Context: an optimization exercise on an open-source flow, tuned for small area. The choices shown serve that exercise and are no tape-out recipe.
Only simulation tests tie the RTL to the original design; equivalence was not proved.
Power is estimated from default activity; no workload was simulated.

Design FinalProject, start of the top module:
module FinalProject(input [3:0] in, input [1:0] pushButton, input clk, input rst, input onOff,
                    output [0:6] Hex0, Hex1, Hex2, Hex3, Hex4, Hex5, output readyLed);
==> flow/config.mk <==
export PLATFORM = sky130hd
export DESIGN_NAME = FinalProject
export DESIGN_NICKNAME = FinalProject
export VERILOG_FILES = /design/flow/design.v
export SDC_FILE = /design/flow/constraint.sdc
export NUM_CORES = 8
export LEC_CHECK = 0
export CAP_MARGIN = 0
export CORE_MARGIN = 2
export CORE_UTILIZATION = 40
export GPL_TIMING_DRIVEN = 0
export SLEW_MARGIN = 0
==> flow/constraint.sdc <==
create_clock -name core_clock -period 100.0 [get_ports {clk}]
set_input_delay 20.0000 -clock core_clock [delete_from_list [all_inputs] [get_ports {clk}]]
set_output_delay 20.0000 -clock core_clock [all_outputs]
set_load 0.01 [all_outputs]
standard.sh (not shown) runs the stock make flow with config.mk's settings and CLKGATE_MAP_FILE= SYNTH_SCRIPT=/design/flow/synth_recipe.tcl, a recipe that flattens the netlist after the stock synthesis.
==> flow/flow/run.sh <==
#!/bin/bash
# Own layout flow: the standard ORFS flow, with
#  - synthesis re-run with area-oriented ABC scripts (the smallest result is kept) and without
#    Yosys's full-adder extraction: the same passes before ABC, so the same registers; their
#    instance names are then set to the standard synthesis's, paired by the net on their Q pin,
#  - constant outputs driven by tie cells of their own instead of buffers of one tie cell,
#  - port buffers of the smallest buffer cell, and a clock tree without dummy loads.
# Every tool's output goes to a log file in this folder.
set -uo pipefail
here=$PWD
P=$FLOW_PLATFORM
R=$here/orfs/results/$P/FinalProject/base
# 1. standard synthesis (reference for the register names; also the fallback netlist)
bash standard.sh synth > std_synth.log 2>&1 || { echo "standard synthesis failed"; exit 1; }
cp $R/1_2_yosys.v std_1_2_yosys.v
# 2. own synthesis, one run per ABC script
mkdir -p own
sed -e '/# Technology mapping of adders/,/# Technology mapping of latches/{/# Technology mapping of latches/!d}' \
    -e 's#log_cmd abc {\*}\$abc_args#log_cmd abc -script $::env(OWN_ABC_SCRIPT) {*}$lib_args {*}$lib_dont_use_args#' \
    $FLOW_HOME/scripts/synth.tcl > own/synth_core.tcl
sed "s#source \$::env(SCRIPTS_DIR)/synth.tcl#source $here/own/synth_core.tcl#" synth_recipe.tcl > own/synth.tcl
best=""; best_area=""
if grep -q "OWN_ABC_SCRIPT" own/synth_core.tcl && ! grep -q "extract_fa" own/synth_core.tcl && grep -q "own/synth_core.tcl" own/synth.tcl; then
  for s in flow/abc_*.script; do
    n=$(basename $s .script)
    OWN_ABC_SCRIPT=$here/$s make -C $FLOW_HOME DESIGN_CONFIG=$FLOW_CONFIG WORK_HOME=$here/own/$n CLKGATE_MAP_FILE= \
      SYNTH_SCRIPT=$here/own/synth.tcl $here/own/$n/results/$P/FinalProject/base/1_2_yosys.v > own_synth_$n.log 2>&1 &
  done
  wait
  for s in flow/abc_*.script; do
    n=$(basename $s .script)
    v=own/$n/results/$P/FinalProject/base/1_2_yosys.v
    a=$(grep -o "Chip area for module .*: [0-9.]*" own/$n/reports/$P/FinalProject/base/synth_stat.txt 2>/dev/null | awk '{print $NF}')
    [ -f "$v" ] && [ -n "$a" ] || continue
    python3 flow/fixnames.py std_1_2_yosys.v $v own_$n.v > fixnames_$n.log 2>&1 || continue
    echo "$n $a" >> own_areas.log
    if [ -z "$best" ] || awk "BEGIN{exit !($a < $best_area)}"; then best=$n; best_area=$a; fi
  done
fi
if [ -n "$best" ]; then
  python3 flow/tiefix.py own_$best.v own_1_2_yosys.v > tiefix.log 2>&1 || cp own_$best.v own_1_2_yosys.v
  cp own_1_2_yosys.v $R/1_2_yosys.v; rm -f $R/1_synth.odb $R/1_synth.sdc
  echo "using own synthesis $best ($best_area)" >> own_areas.log
else
  echo "own synthesis not used" >> own_areas.log
fi
# 3. the rest of the standard flow
export BUFFER_PORTS_ARGS="-buffer_cell sky130_fd_sc_hd__buf_1"
export CTS_ARGS="-sink_clustering_enable -repair_clock_nets -dont_use_dummy_load -buf_list sky130_fd_sc_hd__clkbuf_8"
bash standard.sh finish > std_finish.log 2>&1 || { echo "flow failed"; tail -20 std_finish.log; exit 1; }
ls -l out/ > out.log
==> flow/flow/abc_a.script <==
strash
ifraig
scorr
dc2
strash
balance -l
resub -K 6 -l
rewrite -l
resub -K 6 -N 2 -l
refactor -l
resub -K 8 -l
balance -l
resub -K 8 -N 2 -l
rewrite -l
resub -K 10 -l
rewrite -z -l
resub -K 10 -N 2 -l
balance -l
resub -K 12 -l
refactor -z -l
resub -K 12 -N 2 -l
rewrite -z -l
balance -l
dch -f
balance -l
resub -K 6 -l
rewrite -l
resub -K 6 -N 2 -l
refactor -l
resub -K 8 -l
balance -l
resub -K 8 -N 2 -l
rewrite -l
resub -K 10 -l
rewrite -z -l
resub -K 10 -N 2 -l
balance -l
resub -K 12 -l
refactor -z -l
resub -K 12 -N 2 -l
rewrite -z -l
balance -l
dch -f
amap -m -F 4 -A 8
strash
dch -f
amap -m -F 4 -A 8
topo
==> flow/flow/abc_b.script <==
strash
ifraig
scorr
dc2
strash
balance -l
resub -K 6 -l
rewrite -l
resub -K 6 -N 2 -l
refactor -l
resub -K 8 -l
balance -l
resub -K 8 -N 2 -l
rewrite -l
resub -K 10 -l
rewrite -z -l
resub -K 10 -N 2 -l
balance -l
resub -K 12 -l
refactor -z -l
resub -K 12 -N 2 -l
rewrite -z -l
balance -l
dch -f
balance -l
resub -K 6 -l
rewrite -l
resub -K 6 -N 2 -l
refactor -l
resub -K 8 -l
balance -l
resub -K 8 -N 2 -l
rewrite -l
resub -K 10 -l
rewrite -z -l
resub -K 10 -N 2 -l
balance -l
resub -K 12 -l
refactor -z -l
resub -K 12 -N 2 -l
rewrite -z -l
balance -l
dch -f
amap -m -F 4 -A 8
strash
dch -f
amap -m -F 4 -A 8
strash
dch -f
amap -m -F 4 -A 8
topo
==> flow/flow/abc_c.script <==
strash
ifraig
scorr
dc2
strash
balance -l
resub -K 6 -l
rewrite -l
resub -K 6 -N 2 -l
refactor -l
resub -K 8 -l
balance -l
resub -K 8 -N 2 -l
rewrite -l
resub -K 10 -l
rewrite -z -l
resub -K 10 -N 2 -l
balance -l
resub -K 12 -l
refactor -z -l
resub -K 12 -N 2 -l
rewrite -z -l
balance -l
dch -f
balance -l
resub -K 6 -l
rewrite -l
resub -K 6 -N 2 -l
refactor -l
resub -K 8 -l
balance -l
resub -K 8 -N 2 -l
rewrite -l
resub -K 10 -l
rewrite -z -l
resub -K 10 -N 2 -l
balance -l
resub -K 12 -l
refactor -z -l
resub -K 12 -N 2 -l
rewrite -z -l
balance -l
dch -f
amap -m -F 4 -A 8
topo
Other scripts of this flow, unchanged in this note and not shown: flow/flow/fixnames.py, flow/flow/tiefix.py
The baseline went through all stages and came out clean.
==> next run, changes <==
--- a/flow/flow/run.sh
+++ b/flow/flow/run.sh
@@ -48,4 +48,5 @@
 export BUFFER_PORTS_ARGS="-buffer_cell sky130_fd_sc_hd__buf_1"
 export CTS_ARGS="-sink_clustering_enable -repair_clock_nets -dont_use_dummy_load -buf_list sky130_fd_sc_hd__clkbuf_8"
+[ -f flow/cts_args.txt ] && export CTS_ARGS="$(cat flow/cts_args.txt)"
 bash standard.sh finish > std_finish.log 2>&1 || { echo "flow failed"; tail -20 std_finish.log; exit 1; }
 ls -l out/ > out.log
==> flow/flow/abc_I1.script (new file) <==
strash
ifraig
scorr
dc2
strash
balance -l
resub -K 6 -l
rewrite -l
resub -K 6 -N 2 -l
refactor -l
resub -K 8 -l
balance -l
resub -K 8 -N 2 -l
rewrite -l
resub -K 10 -l
rewrite -z -l
resub -K 10 -N 2 -l
balance -l
resub -K 12 -l
refactor -z -l
resub -K 12 -N 2 -l
rewrite -z -l
balance -l
dch -f
balance -l
resub -K 6 -l
rewrite -l
resub -K 6 -N 2 -l
refactor -l
resub -K 8 -l
balance -l
resub -K 8 -N 2 -l
rewrite -l
resub -K 10 -l
rewrite -z -l
resub -K 10 -N 2 -l
balance -l
resub -K 12 -l
refactor -z -l
resub -K 12 -N 2 -l
rewrite -z -l
balance -l
dch -f
amap -m -F 4 -A 8
strash
dch -f
amap -m -F 4 -A 8
strash
dch -f
amap -m -F 4 -A 8
topo
==> flow/flow/abc_J1.script (new file) <==
strash
ifraig
scorr
dc2
strash
balance -l
resub -K 6 -l
rewrite -l
resub -K 6 -N 2 -l
refactor -l
resub -K 8 -l
balance -l
resub -K 8 -N 2 -l
rewrite -l
resub -K 10 -l
rewrite -z -l
resub -K 10 -N 2 -l
balance -l
resub -K 12 -l
refactor -z -l
resub -K 12 -N 2 -l
rewrite -z -l
balance -l
dch -f
balance -l
resub -K 6 -l
rewrite -l
resub -K 6 -N 2 -l
refactor -l
resub -K 8 -l
balance -l
resub -K 8 -N 2 -l
rewrite -l
resub -K 10 -l
rewrite -z -l
resub -K 10 -N 2 -l
balance -l
resub -K 12 -l
refactor -z -l
resub -K 12 -N 2 -l
rewrite -z -l
balance -l
dch -f
amap -m -F 4 -A 8
strash
dch -f
amap -m -F 4 -A 8
strash
dch
amap -m -F 4 -A 8
topo
==> flow/flow/cts_args.txt (new file) <==
-sink_clustering_enable -dont_use_dummy_load -root_buf sky130_fd_sc_hd__clkbuf_8 -buf_list sky130_fd_sc_hd__clkbuf_4
CORE_UTILIZATION = 70   (was 40)
PLACE_DENSITY = 0.85   (was unset)
removed: flow/flow/abc_a.script
removed: flow/flow/abc_b.script
removed: flow/flow/abc_c.script
After rerunning: Count of clock-buffer cells in the layout does not change. Routed wire length decreases by a few percent. Worst setup slack degrades by 0.036 ns. Power hardly moves. Cell area decreases by a few percent. Core utilization increases by 34 points. Global-route usage increases by 16 points. Sequential cell count is unchanged. Sequential share of layout area increases by 0.63 points. Non-clock buffer count stays the same. Hold slack improves by 0.032 ns.
==> next run, changes <==
--- a/flow/flow/run.sh
+++ b/flow/flow/run.sh
@@ -48,5 +48,4 @@
 export BUFFER_PORTS_ARGS="-buffer_cell sky130_fd_sc_hd__buf_1"
 export CTS_ARGS="-sink_clustering_enable -repair_clock_nets -dont_use_dummy_load -buf_list sky130_fd_sc_hd__clkbuf_8"
-[ -f flow/cts_args.txt ] && export CTS_ARGS="$(cat flow/cts_args.txt)"
 bash standard.sh finish > std_finish.log 2>&1 || { echo "flow failed"; tail -20 std_finish.log; exit 1; }
 ls -l out/ > out.log
==> flow/flow/abc_H1.script (new file) <==
strash
ifraig
scorr
dc2
strash
balance -l
resub -K 6 -l
rewrite -l
resub -K 6 -N 2 -l
refactor -l
resub -K 8 -l
balance -l
resub -K 8 -N 2 -l
rewrite -l
resub -K 10 -l
rewrite -z -l
resub -K 10 -N 2 -l
balance -l
resub -K 12 -l
refactor -z -l
resub -K 12 -N 2 -l
rewrite -z -l
balance -l
dch -f
balance -l
resub -K 6 -l
rewrite -l
resub -K 6 -N 2 -l
refactor -l
resub -K 8 -l
balance -l
resub -K 8 -N 2 -l
rewrite -l
resub -K 10 -l
rewrite -z -l
resub -K 10 -N 2 -l
balance -l
resub -K 12 -l
refactor -z -l
resub -K 12 -N 2 -l
rewrite -z -l
balance -l
dch -f
amap -m -F 4 -A 8
strash
dch -f
amap -m -F 4 -A 8
topo
==> flow/flow/abc_J5.script (new file) <==
strash
ifraig
scorr
dc2
strash
balance -l
resub -K 6 -l
rewrite -l
resub -K 6 -N 2 -l
refactor -l
resub -K 8 -l
balance -l
resub -K 8 -N 2 -l
rewrite -l
resub -K 10 -l
rewrite -z -l
resub -K 10 -N 2 -l
balance -l
resub -K 12 -l
refactor -z -l
resub -K 12 -N 2 -l
rewrite -z -l
balance -l
dch -f
balance -l
resub -K 6 -l
rewrite -l
resub -K 6 -N 2 -l
refactor -l
resub -K 8 -l
balance -l
resub -K 8 -N 2 -l
rewrite -l
resub -K 10 -l
rewrite -z -l
resub -K 10 -N 2 -l
balance -l
resub -K 12 -l
refactor -z -l
resub -K 12 -N 2 -l
rewrite -z -l
balance -l
dch -f
amap -m -F 4 -A 8
strash
&get -n
&dch -f
&put
amap -m -F 4 -A 8
topo
==> flow/flow/abc_J8.script (new file) <==
strash
ifraig
scorr
dc2
strash
balance -l
resub -K 6 -l
rewrite -l
resub -K 6 -N 2 -l
refactor -l
resub -K 8 -l
balance -l
resub -K 8 -N 2 -l
rewrite -l
resub -K 10 -l
rewrite -z -l
resub -K 10 -N 2 -l
balance -l
resub -K 12 -l
refactor -z -l
resub -K 12 -N 2 -l
rewrite -z -l
balance -l
dch -f
balance -l
resub -K 6 -l
rewrite -l
resub -K 6 -N 2 -l
refactor -l
resub -K 8 -l
balance -l
resub -K 8 -N 2 -l
rewrite -l
resub -K 10 -l
rewrite -z -l
resub -K 10 -N 2 -l
balance -l
resub -K 12 -l
refactor -z -l
resub -K 12 -N 2 -l
rewrite -z -l
balance -l
dch -f
amap -F 4 -A 8
strash
dch -f
amap -m -F 4 -A 8
strash
dch -f
amap -F 4 -A 8
topo
CORE_UTILIZATION = 40   (was 70)
PLACE_DENSITY = unset   (was 0.85)
removed: flow/flow/cts_args.txt
The changed run completed without violations.
Die area came out higher by about 70%.
Sequential power is about the same.
Non-clock buffer count stays the same.
Worst hold slack barely changes.
Worst setup slack improved by 0.097 ns.
Global-route usage came out lower by 16 points.
Sequential share of layout area came out lower by 0.49 points.
Routed wire length came out higher by 5.4%.

-- afterwards: timing with drivers on the ports --
The flow's constraints put no driver on any port. The routed layouts listed below were extracted and timed again, unchanged, in two steps. Step 1 assumes that a clkbuf_16 drives the clock port and a buf_2 every other input. Step 2 times the ports against the registers' clock, not the clock port: input delays grow and output delays shrink by t, the midpoint of the rising clock arrivals with the driver on. Three values: ideal, step 1, step 2; two values: the first two.
run	t, ns	setup slack, ns	worst data-port slew with drivers (ns)
the first run	0.400	77.761 / 77.770 / 77.369	0.03
the second run	0.373	77.725 / 77.734 / 77.361	0.04
the third run	0.399	77.822 / 77.835 / 77.436	0.03
After both steps setup and hold are still met in every run listed. The setup slack of the first run, which loses most, moves by +0.009 ns with the drivers and by -0.392 ns with both steps.
